Background: an optimization exercise with open tools, aiming at small area. Do not read the settings as production practice.
At most, simulation tests tie the RTL to the original design; equivalence was not proved.
No activity file was given, so power comes from the tool's default toggle rates.

==> inputs of exp/quartz <==
==> flow/design.v (excerpt) <==
module CLOCK_TOP(
   input        CLK50M, KEY1, KEY2, KEY3, SW0, SW1, SW2, SW3, SW4, SW5, KNOCK, SENSOR, ROT_A, ROT_B,
   output [6:0] SEG0, SEG1, SEG2, SEG3, SEG4, SEG5, SEG6, SEG7,
   output [17:0] LED,
   output       BUZ_OUT);
==> flow/config.mk <==
export PLATFORM = sky130hd
export DESIGN_NAME = CLOCK_TOP
export DESIGN_NICKNAME = CLOCK_TOP
export VERILOG_FILES = /design/flow/design.v
export SDC_FILE = /design/flow/constraint.sdc
export NUM_CORES = 4
export LEC_CHECK = 0
export CAP_MARGIN = 20
export CORE_MARGIN = 2
export CORE_UTILIZATION = 80
export PLACE_DENSITY = 0.9
export SLEW_MARGIN = 20
==> flow/constraint.sdc <==
create_clock -name core_clock -period 20.0 [get_ports {CLK50M}]
set_input_delay 4.0000 -clock core_clock [delete_from_list [all_inputs] [get_ports {CLK50M}]]
set_output_delay 4.0000 -clock core_clock [all_outputs]
set_load 0.01 [all_outputs]
standard.sh (not shown) runs the stock make flow with config.mk's settings and CLKGATE_MAP_FILE= SYNTH_SCRIPT=/design/flow/synth_recipe.tcl, a recipe that flattens the netlist after the stock synthesis.
==> flow/flow/run.sh <==
#!/bin/bash
# The standard layout (standard.sh, ORFS) with these changes:
#  - synthesis: flow/synth.tcl, the standard script with ABC mapping by flow/area.abc, and
#    no adder extraction (ADDER_MAP_FILE empty), so adders are mapped by ABC as plain logic;
#  - port buffers use sky130_fd_sc_hd__buf_1 (every input and output port still gets one);
#  - clock tree synthesis with clkbuf_4/clkbuf_8, sink clusters of at most 14 within 45 um,
#    and no dummy loads.
# make's full output goes to standard.log in this folder; ORFS keeps each step's log under
# orfs/logs/.
set -euo pipefail
here=$(pwd)
export MY_ABC_SCRIPT="$here/flow/area.abc"
export BUFFER_PORTS_ARGS="-buffer_cell sky130_fd_sc_hd__buf_1"
export CTS_ARGS="-sink_clustering_enable -repair_clock_nets -buf_list {sky130_fd_sc_hd__clkbuf_4} -sink_clustering_size 12 -sink_clustering_max_diameter 40 -dont_use_dummy_load"
bash standard.sh "SYNTH_SCRIPT=$here/flow/synth.tcl" "ADDER_MAP_FILE=" \
  "BUFFER_PORTS_ARGS=$BUFFER_PORTS_ARGS" "CTS_ARGS=$CTS_ARGS" finish > standard.log 2>&1
==> flow/flow/area.abc <==
strash
dc2
strash
dch -f
amap
==> flow/flow/synth.tcl <==
# synth_recipe.tcl (the standard synthesis) with one change: the ABC technology mapping uses
# the area-oriented script in area.abc (via $MY_ABC_SCRIPT) instead of ORFS's abc_speed
# script. Liberty, dont_use cells and constraints are passed to ABC unchanged. Registers are
# mapped by dfflibmap before ABC runs, so they are the standard synthesis's.
proc synth {args} { yosys synth -nofsm -noshare {*}$args }
proc abc {args} {
  set keep {}
  set skip 0
  foreach a $args {
    if { $skip } { set skip 0; continue }
    if { $a eq "-script" } { set skip 1; continue }
    lappend keep $a
  }
  lappend keep -script $::env(MY_ABC_SCRIPT)
  yosys abc {*}$keep
}
source $::env(SCRIPTS_DIR)/synth.tcl
# left out here: clear keep_hierarchy, flatten, clean up, hide names made inside functions, write 1_2_yosys.v
==> inputs of exp/pepper, as changes to exp/quartz <==
==> flow/flow/run.sh (replaced) <==
#!/bin/bash
set -euo pipefail
export BUFFER_PORTS_ARGS="-buffer_cell sky130_fd_sc_hd__buf_1"
export CTS_ARGS="-sink_clustering_enable -repair_clock_nets -buf_list {sky130_fd_sc_hd__clkbuf_4 sky130_fd_sc_hd__clkbuf_8} -sink_clustering_size 14 -sink_clustering_max_diameter 45 -dont_use_dummy_load"
bash standard.sh "BUFFER_PORTS_ARGS=$BUFFER_PORTS_ARGS" "CTS_ARGS=$CTS_ARGS" finish > standard.log 2>&1
removed: flow/flow/area.abc
removed: flow/flow/synth.tcl
==> run notes <==
Number of cell rows: exp/quartz 46; exp/pepper 49
Final period util: exp/quartz 36.5%; exp/pepper 36.7%
Total power of the final layout: exp/quartz 828 µW; exp/pepper 892 µW
Net switching power: exp/quartz 179 µW; exp/pepper 186 µW
H-Tree Level Count: exp/quartz 2; exp/pepper 1
Result of the run: exp/quartz no timing/DRC/antenna violations; exp/pepper no timing/DRC/antenna violations
Fraction of area in clock buffers and inverters: exp/quartz 1.89%; exp/pepper 2.74%
Total via count after detailed routing: exp/quartz 11.6k; exp/pepper 11.7k
WL per Instance: exp/quartz 17.4 µm; exp/pepper 18.9 µm
Worst-path clk slew: exp/quartz 120 ps; exp/pepper 90 ps
Avg Vias per Cell: exp/quartz 6.52; exp/pepper 6.59
Fraction of the mapped netlist area in compound gates: exp/quartz 21.4%; exp/pepper 14.3%
Final design area excluding fillers: exp/quartz 13900 µm²; exp/pepper 15600 µm²
Initial antenna violation count: exp/quartz 1; exp/pepper 0
Core utilization of the finished layout: exp/quartz 87.3%; exp/pepper 86.4%
Minimum hold slack: exp/quartz 254 ps; exp/pepper 295 ps

==> inputs of try-amber <==
Another version of the RTL of CLOCK_TOP (not shown whole).
==> module DEBOUNCE, before the edit <==
module DEBOUNCE #(parameter SET = 1'b1)(
   input  CLK, EN1K, RSTN, KEY_IN,
   output reg KEY_OUT);
   reg [5:0] CNT;
   reg       PREV_KEY_IN;
   wire      stable = (KEY_IN == PREV_KEY_IN);
   wire      armed = CNT[5] & CNT[4] & CNT[1];
   always @(posedge CLK or negedge RSTN) begin
      if (!RSTN) begin
         CNT <= 6'd0;
         KEY_OUT <= SET;
         PREV_KEY_IN <= SET;
      end
      else if (EN1K) begin
         PREV_KEY_IN <= KEY_IN;
         if (stable & ~armed) CNT <= CNT + 6'd1;
         if (stable & armed) KEY_OUT <= KEY_IN;
      end
   end
endmodule
==> flow/config.mk <==
export PLATFORM = sky130hd
export DESIGN_NAME = CLOCK_TOP
export DESIGN_NICKNAME = CLOCK_TOP
export VERILOG_FILES = /design/flow/design.v
export SDC_FILE = /design/flow/constraint.sdc
export NUM_CORES = 4
export LEC_CHECK = 0
export CAP_MARGIN = 20
export CORE_MARGIN = 2
export CORE_UTILIZATION = 70
export CTS_BUF_LIST = sky130_fd_sc_hd__clkbuf_4 sky130_fd_sc_hd__clkbuf_8
export PLACE_DENSITY = 0.8
export SLEW_MARGIN = 20
==> flow/constraint.sdc <==
create_clock -name core_clock -period 20.0 [get_ports {CLK50M}]
set_input_delay 4.0000 -clock core_clock [delete_from_list [all_inputs] [get_ports {CLK50M}]]
set_output_delay 4.0000 -clock core_clock [all_outputs]
set_load 0.01 [all_outputs]
run.sh (not shown) runs the stock make flow with config.mk's settings and CLKGATE_MAP_FILE= SYNTH_SCRIPT=/design/flow/synth_recipe.tcl, a recipe that flattens the netlist after the stock synthesis.
Stock flow here: none of the scripts above is used.
==> try-harbor (differences from try-amber) <==
--- a/flow/design.v
+++ b/flow/design.v
@@ -137,62 +137,43 @@
             c_en <= c_wrap;
          end
       end
    end
    wire k1_fall = k1s[1] & ~k1s[0];
    wire k2_fall = k2s[1] & ~k2s[0];
    wire k3_fall = k3s[1] & ~k3s[0];
-   wire       sel_hr = (sel == 2'd2);
-   wire       sel_dy = (sel == 2'd3);
-   reg  [6:0] set_x;
-   always @(*) begin
-      case (sel)
-        2'd0: set_x = s_sec;
-        2'd1: set_x = s_min;
-        2'd2: set_x = {1'b0, s_hour};
-        default: set_x = {1'b0, s_day};
-      endcase
-   end
-   wire [2:0] sx_t = set_x[6:4];
-   wire [3:0] sx_u = set_x[3:0];
-   wire [2:0] smax_t = sel_hr ? 3'd2 : sel_dy ? 3'd3 : 3'd5;
-   wire [3:0] smax_u = sel_hr ? 4'd3 : sel_dy ? 4'd1 : 4'd9;
-   wire       sx_at_max = sel_hr ? (sx_t[1] & sx_u[1] & sx_u[0])
-                        : sel_dy ? (sx_t[1] & sx_t[0] & sx_u[0])
-                        : (sx_t[2] & sx_t[0] & sx_u[3] & sx_u[0]);
-   wire       sx_at_min = (sx_t == 3'd0) & (sx_u == {3'd0, sel_dy});
-   reg  [6:0] set_y;
-   always @(*) begin
-      if (k2_fall) begin
-         if (sx_at_max) set_y = {3'd0, 3'd0, sel_dy};
-         else if (sx_u == 4'd9) set_y = {sx_t + 3'd1, 4'd0};
-         else set_y = {sx_t, sx_u + 4'd1};
-      end
-      else begin
-         if (sx_at_min) set_y = {smax_t, smax_u};
-         else if ((sx_u == 4'd0) & (sx_t != 3'd0)) set_y = {sx_t - 3'd1, 4'd9};
-         else set_y = {sx_t, sx_u - 4'd1};
+   always @(posedge CLK50M or negedge SW0) begin
+      if (!SW0) begin
+         s_sec <= 7'h00; s_min <= 7'h00; s_hour <= 6'h00; s_day <= 6'h01;
+         sel <= 2'd0;
+         k1s <= 2'b11; k2s <= 2'b11; k3s <= 2'b11;
       end
-   end
-   always @(posedge CLK50M) begin
-      if (EN1K) begin
+      else if (EN1K) begin
          k1s <= {k1s[0], CLEAN_KEY1};
          k2s <= {k2s[0], CLEAN_KEY2};
          k3s <= {k3s[0], CLEAN_KEY3};
          if (!CLEAN_SW1) begin
             sel <= 2'd0;
             s_sec <= d_sec; s_min <= d_min; s_hour <= d_hour; s_day <= d_day;
          end
          else if (k3_fall) sel <= sel + 2'd1;
-         else if (k2_fall | k1_fall) begin
+         else if (k2_fall) begin
+            case (sel)
+              2'd0: s_sec  <= ms_inc(s_sec);
+              2'd1: s_min  <= ms_inc(s_min);
+              2'd2: s_hour <= hr_inc(s_hour);
+              2'd3: s_day  <= dy_inc(s_day, 4'd1);
+            endcase
+         end
+         else if (k1_fall) begin
             case (sel)
-              2'd0: s_sec  <= set_y;
-              2'd1: s_min  <= set_y;
-              2'd2: s_hour <= set_y[5:0];
-              2'd3: s_day  <= set_y[5:0];
+              2'd0: s_sec  <= ms_dec(s_sec);
+              2'd1: s_min  <= ms_dec(s_min);
+              2'd2: s_hour <= hr_dec(s_hour);
+              2'd3: s_day  <= dy_dec(s_day);
             endcase
          end
       end
    end
    always @(posedge CLK50M or negedge CLEAN_SW2) begin
       if (!CLEAN_SW2) begin
          w_sec <= 7'h00; w_min <= 7'h00; w_hour <= 6'h00; w_day <= 6'h00;
@@ -262,55 +243,57 @@
          assign LED[gi] = (MIN_SHOWN > gi);
       end
    endgenerate
    reg       a_state, a_buz;
    reg [1:0] a_done;
    reg [9:0] a_phase;
    wire      a_last = (&a_phase[9:3]) & ~a_phase[2] & a_phase[1] & a_phase[0];    
-   wire      a_stop = (&a_done) & (&a_phase[9:2]);                                
+   wire      a_end = a_phase[2];                                                 
    always @(posedge CLK50M or negedge SW0) begin
       if (!SW0) begin
-         a_state <= 1'b0; a_buz <= 1'b0;
+         a_state <= 1'b0; a_buz <= 1'b0; a_done <= 2'd0; a_phase <= 10'd0;
       end
       else if (EN1K) begin
-         a_buz <= a_state & ~a_stop & ~a_phase[9] & a_phase[6] & CLK500;
-         if (!a_state) a_state <= ALARM;
-         else if (a_stop) a_state <= 1'b0;
-      end
-   end
-   always @(posedge CLK50M) begin
-      if (EN1K) begin
+         a_buz <= 1'b0;
          if (!a_state) begin
-            a_done <= 2'd0; a_phase <= 10'd0;
+            if (ALARM) begin
+               a_state <= 1'b1; a_done <= 2'd0; a_phase <= 10'd0;
+            end
          end
-         else if (a_last & ~(&a_done)) begin
-            a_phase <= 10'd0;
-            a_done <= a_done + 2'd1;
+         else if ((&a_done) & (&a_phase[9:3]) & a_end) a_state <= 1'b0;
+         else begin
+            a_buz <= ~a_phase[9] & a_phase[6] & CLK500;
+            if (a_last & ~(&a_done)) begin
+               a_phase <= 10'd0;
+               a_done <= a_done + 2'd1;
+            end
+            else a_phase <= a_phase + 10'd1;
          end
-         else a_phase <= a_phase + 10'd1;
       end
    end
    reg       FIRE_ALARM, FIRE_VALID, f_buz, f_knock_d, f_knock_fall;
    reg [8:0] BEEP_CNT;
-   wire      f_run = FIRE_VALID & ~f_knock_fall;
    always @(posedge CLK50M or negedge SW0) begin
       if (!SW0) begin
-         FIRE_ALARM <= 1'b0; FIRE_VALID <= 1'b0;
+         FIRE_ALARM <= 1'b0; FIRE_VALID <= 1'b0; f_buz <= 1'b0;
+         f_knock_d <= 1'b0; f_knock_fall <= 1'b0; BEEP_CNT <= 9'd0;
       end
       else if (EN1K) begin
          FIRE_ALARM <= SENSOR;
-         if (!f_run) FIRE_VALID <= ~FIRE_VALID & FIRE_ALARM;
-      end
-   end
-   always @(posedge CLK50M) begin
-      if (EN1K) begin
          f_knock_d <= KNOCK;
          f_knock_fall <= f_knock_d & ~KNOCK;
-         f_buz <= f_run & BEEP_CNT[8] & CLK500;
-         BEEP_CNT <= f_run ? BEEP_CNT + 9'd1 : 9'd0;
+         if (FIRE_VALID & ~f_knock_fall) begin
+            f_buz <= BEEP_CNT[8] & CLK500;
+            BEEP_CNT <= BEEP_CNT + 9'd1;
+         end
+         else begin
+            f_buz <= 1'b0;
+            BEEP_CNT <= 9'd0;
+            FIRE_VALID <= ~FIRE_VALID & FIRE_ALARM;
+         end
       end
    end
    assign BUZ_OUT = FIRE_VALID ? f_buz : a_buz;
    reg [4:0] b_hi;
    reg       b_lo;
    reg [1:0] prev_state;
    reg [7:0] pwm_counter;
==> flow/config.mk (replaced) <==
export PLATFORM = sky130hd
export DESIGN_NAME = CLOCK_TOP
export DESIGN_NICKNAME = CLOCK_TOP
export VERILOG_FILES = /design/flow/design.v
export SDC_FILE = /design/flow/constraint.sdc
export NUM_CORES = 4
export LEC_CHECK = 0
export CAP_MARGIN = 20
export CORE_MARGIN = 2
export CORE_UTILIZATION = 40
export SLEW_MARGIN = 20
==> try-maple (differences from try-amber) <==
--- a/flow/design.v
+++ b/flow/design.v
@@ -1,23 +1,23 @@
 module DEBOUNCE #(parameter SET = 1'b1)(
    input  CLK, EN1K, RSTN, KEY_IN,
    output reg KEY_OUT);
    reg [5:0] CNT;
    reg       PREV_KEY_IN;
    wire      stable = (KEY_IN == PREV_KEY_IN);
-   wire      armed = CNT[5] & CNT[4] & CNT[1];
+   wire      armed = &CNT;
    always @(posedge CLK or negedge RSTN) begin
       if (!RSTN) begin
-         CNT <= 6'd0;
+         CNT <= 6'd6;
          KEY_OUT <= SET;
          PREV_KEY_IN <= SET;
       end
       else if (EN1K) begin
          PREV_KEY_IN <= KEY_IN;
-         if (stable & ~armed) CNT <= CNT + 6'd1;
+         if (stable & ~armed) CNT <= {CNT[4:0], CNT[5] ^ CNT[4]};
          if (stable & armed) KEY_OUT <= KEY_IN;
       end
    end
 endmodule
 module CLOCK_TOP(
    input        CLK50M, KEY1, KEY2, KEY3, SW0, SW1, SW2, SW3, SW4, SW5, KNOCK, SENSOR, ROT_A, ROT_B,
    output [6:0] SEG0, SEG1, SEG2, SEG3, SEG4, SEG5, SEG6, SEG7,
==> flow/flow/run.sh (new file) <==
#!/bin/bash
# The standard layout (standard.sh, ORFS) with these changes:
#  - synthesis: flow/synth.tcl, the standard script with ABC mapping by flow/area.abc, and
#    no adder extraction (ADDER_MAP_FILE empty), so adders are mapped by ABC as plain logic;
#  - port buffers use sky130_fd_sc_hd__buf_1 (every input and output port still gets one);
#  - clock tree synthesis with clkbuf_4 only, sink clusters of at most 9 within 35 um,
#    and no dummy loads.
# make's full output goes to standard.log in this folder; ORFS keeps each step's log under
# orfs/logs/.
set -euo pipefail
here=$(pwd)
export MY_ABC_SCRIPT="$here/flow/area.abc"
export BUFFER_PORTS_ARGS="-buffer_cell sky130_fd_sc_hd__buf_1"
export CTS_ARGS="-sink_clustering_enable -repair_clock_nets -buf_list {sky130_fd_sc_hd__clkbuf_4} -sink_clustering_size 9 -sink_clustering_max_diameter 35 -dont_use_dummy_load"
bash standard.sh "SYNTH_SCRIPT=$here/flow/synth.tcl" "ADDER_MAP_FILE=" \
  "BUFFER_PORTS_ARGS=$BUFFER_PORTS_ARGS" "CTS_ARGS=$CTS_ARGS" finish > standard.log 2>&1
==> flow/flow/area.abc (new file) <==
strash
dc2
strash
dch -f
amap
==> flow/flow/synth.tcl (new file) <==
# synth_recipe.tcl (the standard synthesis) with one change: the ABC technology mapping uses
# the area-oriented script in area.abc (via $MY_ABC_SCRIPT) instead of ORFS's abc_speed
# script. Liberty, dont_use cells and constraints are passed to ABC unchanged. Registers are
# mapped by dfflibmap before ABC runs, so they are the standard synthesis's.
proc synth {args} { yosys synth -nofsm -noshare {*}$args }
proc abc {args} {
  set keep {}
  set skip 0
  foreach a $args {
    if { $skip } { set skip 0; continue }
    if { $a eq "-script" } { set skip 1; continue }
    lappend keep $a
  }
  lappend keep -script $::env(MY_ABC_SCRIPT)
  yosys abc {*}$keep
}
source $::env(SCRIPTS_DIR)/synth.tcl
# left out here: clear keep_hierarchy, flatten, clean up, hide names made inside functions, write 1_2_yosys.v
==> flow/standard.sh (new file) <==
#!/bin/bash
# synth_recipe.tcl (not shown) runs the flow's synth.tcl, then flattens the netlist and writes it again
# the make line also repeats each setting of config.mk as NAME=value (left out here)
make -C /OpenROAD-flow-scripts/flow DESIGN_CONFIG=/design/flow/config.mk WORK_HOME=/design/flow/orfs CLKGATE_MAP_FILE= SYNTH_SCRIPT=/design/flow/synth_recipe.tcl "${@:-finish}"
==> flow/config.mk (replaced) <==
export PLATFORM = sky130hd
export DESIGN_NAME = CLOCK_TOP
export DESIGN_NICKNAME = CLOCK_TOP
export VERILOG_FILES = /design/flow/design.v
export SDC_FILE = /design/flow/constraint.sdc
export NUM_CORES = 4
export LEC_CHECK = 0
export CAP_MARGIN = 20
export CORE_MARGIN = 2
export CORE_UTILIZATION = 80
export PLACE_DENSITY = 0.9
export SLEW_MARGIN = 20
removed: flow/run.sh
==> try-onyx (differences from try-amber) <==
--- a/flow/design.v
+++ b/flow/design.v
@@ -1,23 +1,23 @@
 module DEBOUNCE #(parameter SET = 1'b1)(
    input  CLK, EN1K, RSTN, KEY_IN,
    output reg KEY_OUT);
    reg [5:0] CNT;
    reg       PREV_KEY_IN;
    wire      stable = (KEY_IN == PREV_KEY_IN);
-   wire      armed = CNT[5] & CNT[4] & CNT[1];
+   wire      armed = &CNT;
    always @(posedge CLK or negedge RSTN) begin
       if (!RSTN) begin
-         CNT <= 6'd0;
+         CNT <= 6'd6;
          KEY_OUT <= SET;
          PREV_KEY_IN <= SET;
       end
       else if (EN1K) begin
          PREV_KEY_IN <= KEY_IN;
-         if (stable & ~armed) CNT <= CNT + 6'd1;
+         if (stable & ~armed) CNT <= {CNT[4:0], CNT[5] ^ CNT[4]};
          if (stable & armed) KEY_OUT <= KEY_IN;
       end
    end
 endmodule
 module CLOCK_TOP(
    input        CLK50M, KEY1, KEY2, KEY3, SW0, SW1, SW2, SW3, SW4, SW5, KNOCK, SENSOR, ROT_A, ROT_B,
    output [6:0] SEG0, SEG1, SEG2, SEG3, SEG4, SEG5, SEG6, SEG7,
==> flow/config.mk (replaced) <==
export PLATFORM = sky130hd
export DESIGN_NAME = CLOCK_TOP
export DESIGN_NICKNAME = CLOCK_TOP
export VERILOG_FILES = /design/flow/design.v
export SDC_FILE = /design/flow/constraint.sdc
export NUM_CORES = 4
export LEC_CHECK = 0
export CAP_MARGIN = 20
export CORE_MARGIN = 2
export CORE_UTILIZATION = 80
export CTS_BUF_LIST = sky130_fd_sc_hd__clkbuf_4 sky130_fd_sc_hd__clkbuf_8
export CTS_CLUSTER_DIAMETER = 45
export CTS_CLUSTER_SIZE = 14
export PLACE_DENSITY = 0.9
export SLEW_MARGIN = 20
==> run notes <==
RR Startpoint = sel[0]$_SDFFCE_PN0P_
Outcome = complete, no violations
Detailed-route wire length per cell = 17.8 um
FP Rows = 53
Rel. slew slack = 0.402
Crit path DAT = 3380 ps
Power Clock = 0.515 mW
Area of the multi-input gates = 0.00719 mm^2
Mapped Cells = 1537
R2R setup slack = 16090 ps
Largest family of logic cells by synthesized area = simple AND/OR/NAND/NOR gates
Post-Synth XOR/XNOR Area = 0.0531
Compound-Gate Fraction of Synth Area = 0.157
ANT cells = 0
Crit path cell chain = buf_6, mux2i_1, nor2b_1, mux2i_1, o21ai_0, nand2b_1, clkdlybuf4s50_1
Met2 Use GR = 0.497
The numbers above come from try-amber.

==> run notes <==
Post-Synth XOR/XNOR Area = 0
Largest family of logic cells by synthesized area = compound AO/OA/AOI/OAI gates
Antenna viol nets, final = 0
Power Clock = 0.267 mW
RR Startpoint = lfsr1k[3]$_DFF_PN1_
Crit path cell chain = buf_4, o22ai_1, clkinv_1, nor2_1, or3_1, a221o_1, or2_0, buf_1
Outcome = complete, no violations
Met2 Use GR = 0.604
Mapped Cells = 1442
Detailed-route wire length per cell = 17.5 um
Area of the multi-input gates = 0.00490 mm^2
R2R setup slack = 15740 ps
Max-slew violation count = 0
ANT cells = 1
Crit path DAT = 3310 ps
Tot Pwr = 0.843 mW
FP Rows = 46
Compound-Gate Fraction of Synth Area = 0.214
The numbers above come from try-maple.

==> run notes <==
Top pwr grp = the clock network
ANT cells = 0
Most frequent cell after synthesis = dfrtp_1
Crit path from = UDEBOUNCE_SW2.KEY_OUT$_DFFE_PN0P_
Post-Synth XOR/XNOR Area = 0.0448
Synth top cells by count = dfrtp_1, nand2_1, o21ai_0
RR Startpoint = lfsr1k[1]$_DFF_PN0_
Mapped Cells = 1733
Clk sinks = 273
Comb_multi_in = 1310
Power Clock = 0.604 mW
Met1 Use GR = 0.240
Area of the multi-input gates = 0.00838 mm^2
Crit path DAT = 3580 ps
Outcome = complete, no violations
Compound-Gate Fraction of Synth Area = 0.166
Met2 Use GR = 0.294
Post_cts resized = 0
The numbers above come from try-harbor.

==> run notes <==
Outcome = complete, no violations
Compound-Gate Fraction of Synth Area = 0.143
Crit path cell chain = buf_4, mux2i_1, nor2b_1, o21ai_0, o211ai_1, clkdlybuf4s50_1
Post-Synth XOR/XNOR Area = 0.0357
ANT cells = 0
Power Clock = 0.447 mW
Crit path DAT = 3710 ps
R2R setup slack = 16250 ps
Mapped Cells = 1488
Detailed-route wire length per cell = 22.9 um
FP Rows = 49
RR Startpoint = sel[0]$_SDFFCE_PN0P_
Met2 Use GR = 0.720
Area of the multi-input gates = 0.00707 mm^2
The numbers above come from try-onyx.

For try-amber, only the layout was checked, not whether the RTL still works.

==> afterwards: timing with drivers on the ports <==
The flow's constraints put no driver on any port. The routed layouts listed below were extracted and timed again, unchanged, in two steps. Step 1, drivers: a clkbuf_16 drives CLK50M and a buf_2 each remaining input, both assumed. Step 2 times the ports against the registers' clock, not the clock port: input delays grow and output delays shrink by t, the midpoint of the rising clock arrivals with the driver on. Slacks: ideal / step 1 / step 2; pairs: ideal / step 1.
run | t (ns) | setup WS [ns] | worst setup path after step 2 | cell pins on the clock port's net
exp/quartz | 0.669 | 12.697 / 12.655 / 13.324 | register to output | 1
exp/pepper | 0.612 | 12.660 / 12.619 / 13.231 | register to output | 1
try-amber | 0.615 | 12.623 / 12.578 / 13.193 | register to output | 1
try-harbor | 0.553 | 12.416 / 12.363 / 12.916 | register to output | 1
try-maple | 0.670 | 12.690 / 12.645 / 13.315 | register to output | 1
try-onyx | 0.623 | 12.288 / 12.243 / 12.865 | register to output | 1
After both steps every run listed still meets setup and hold.
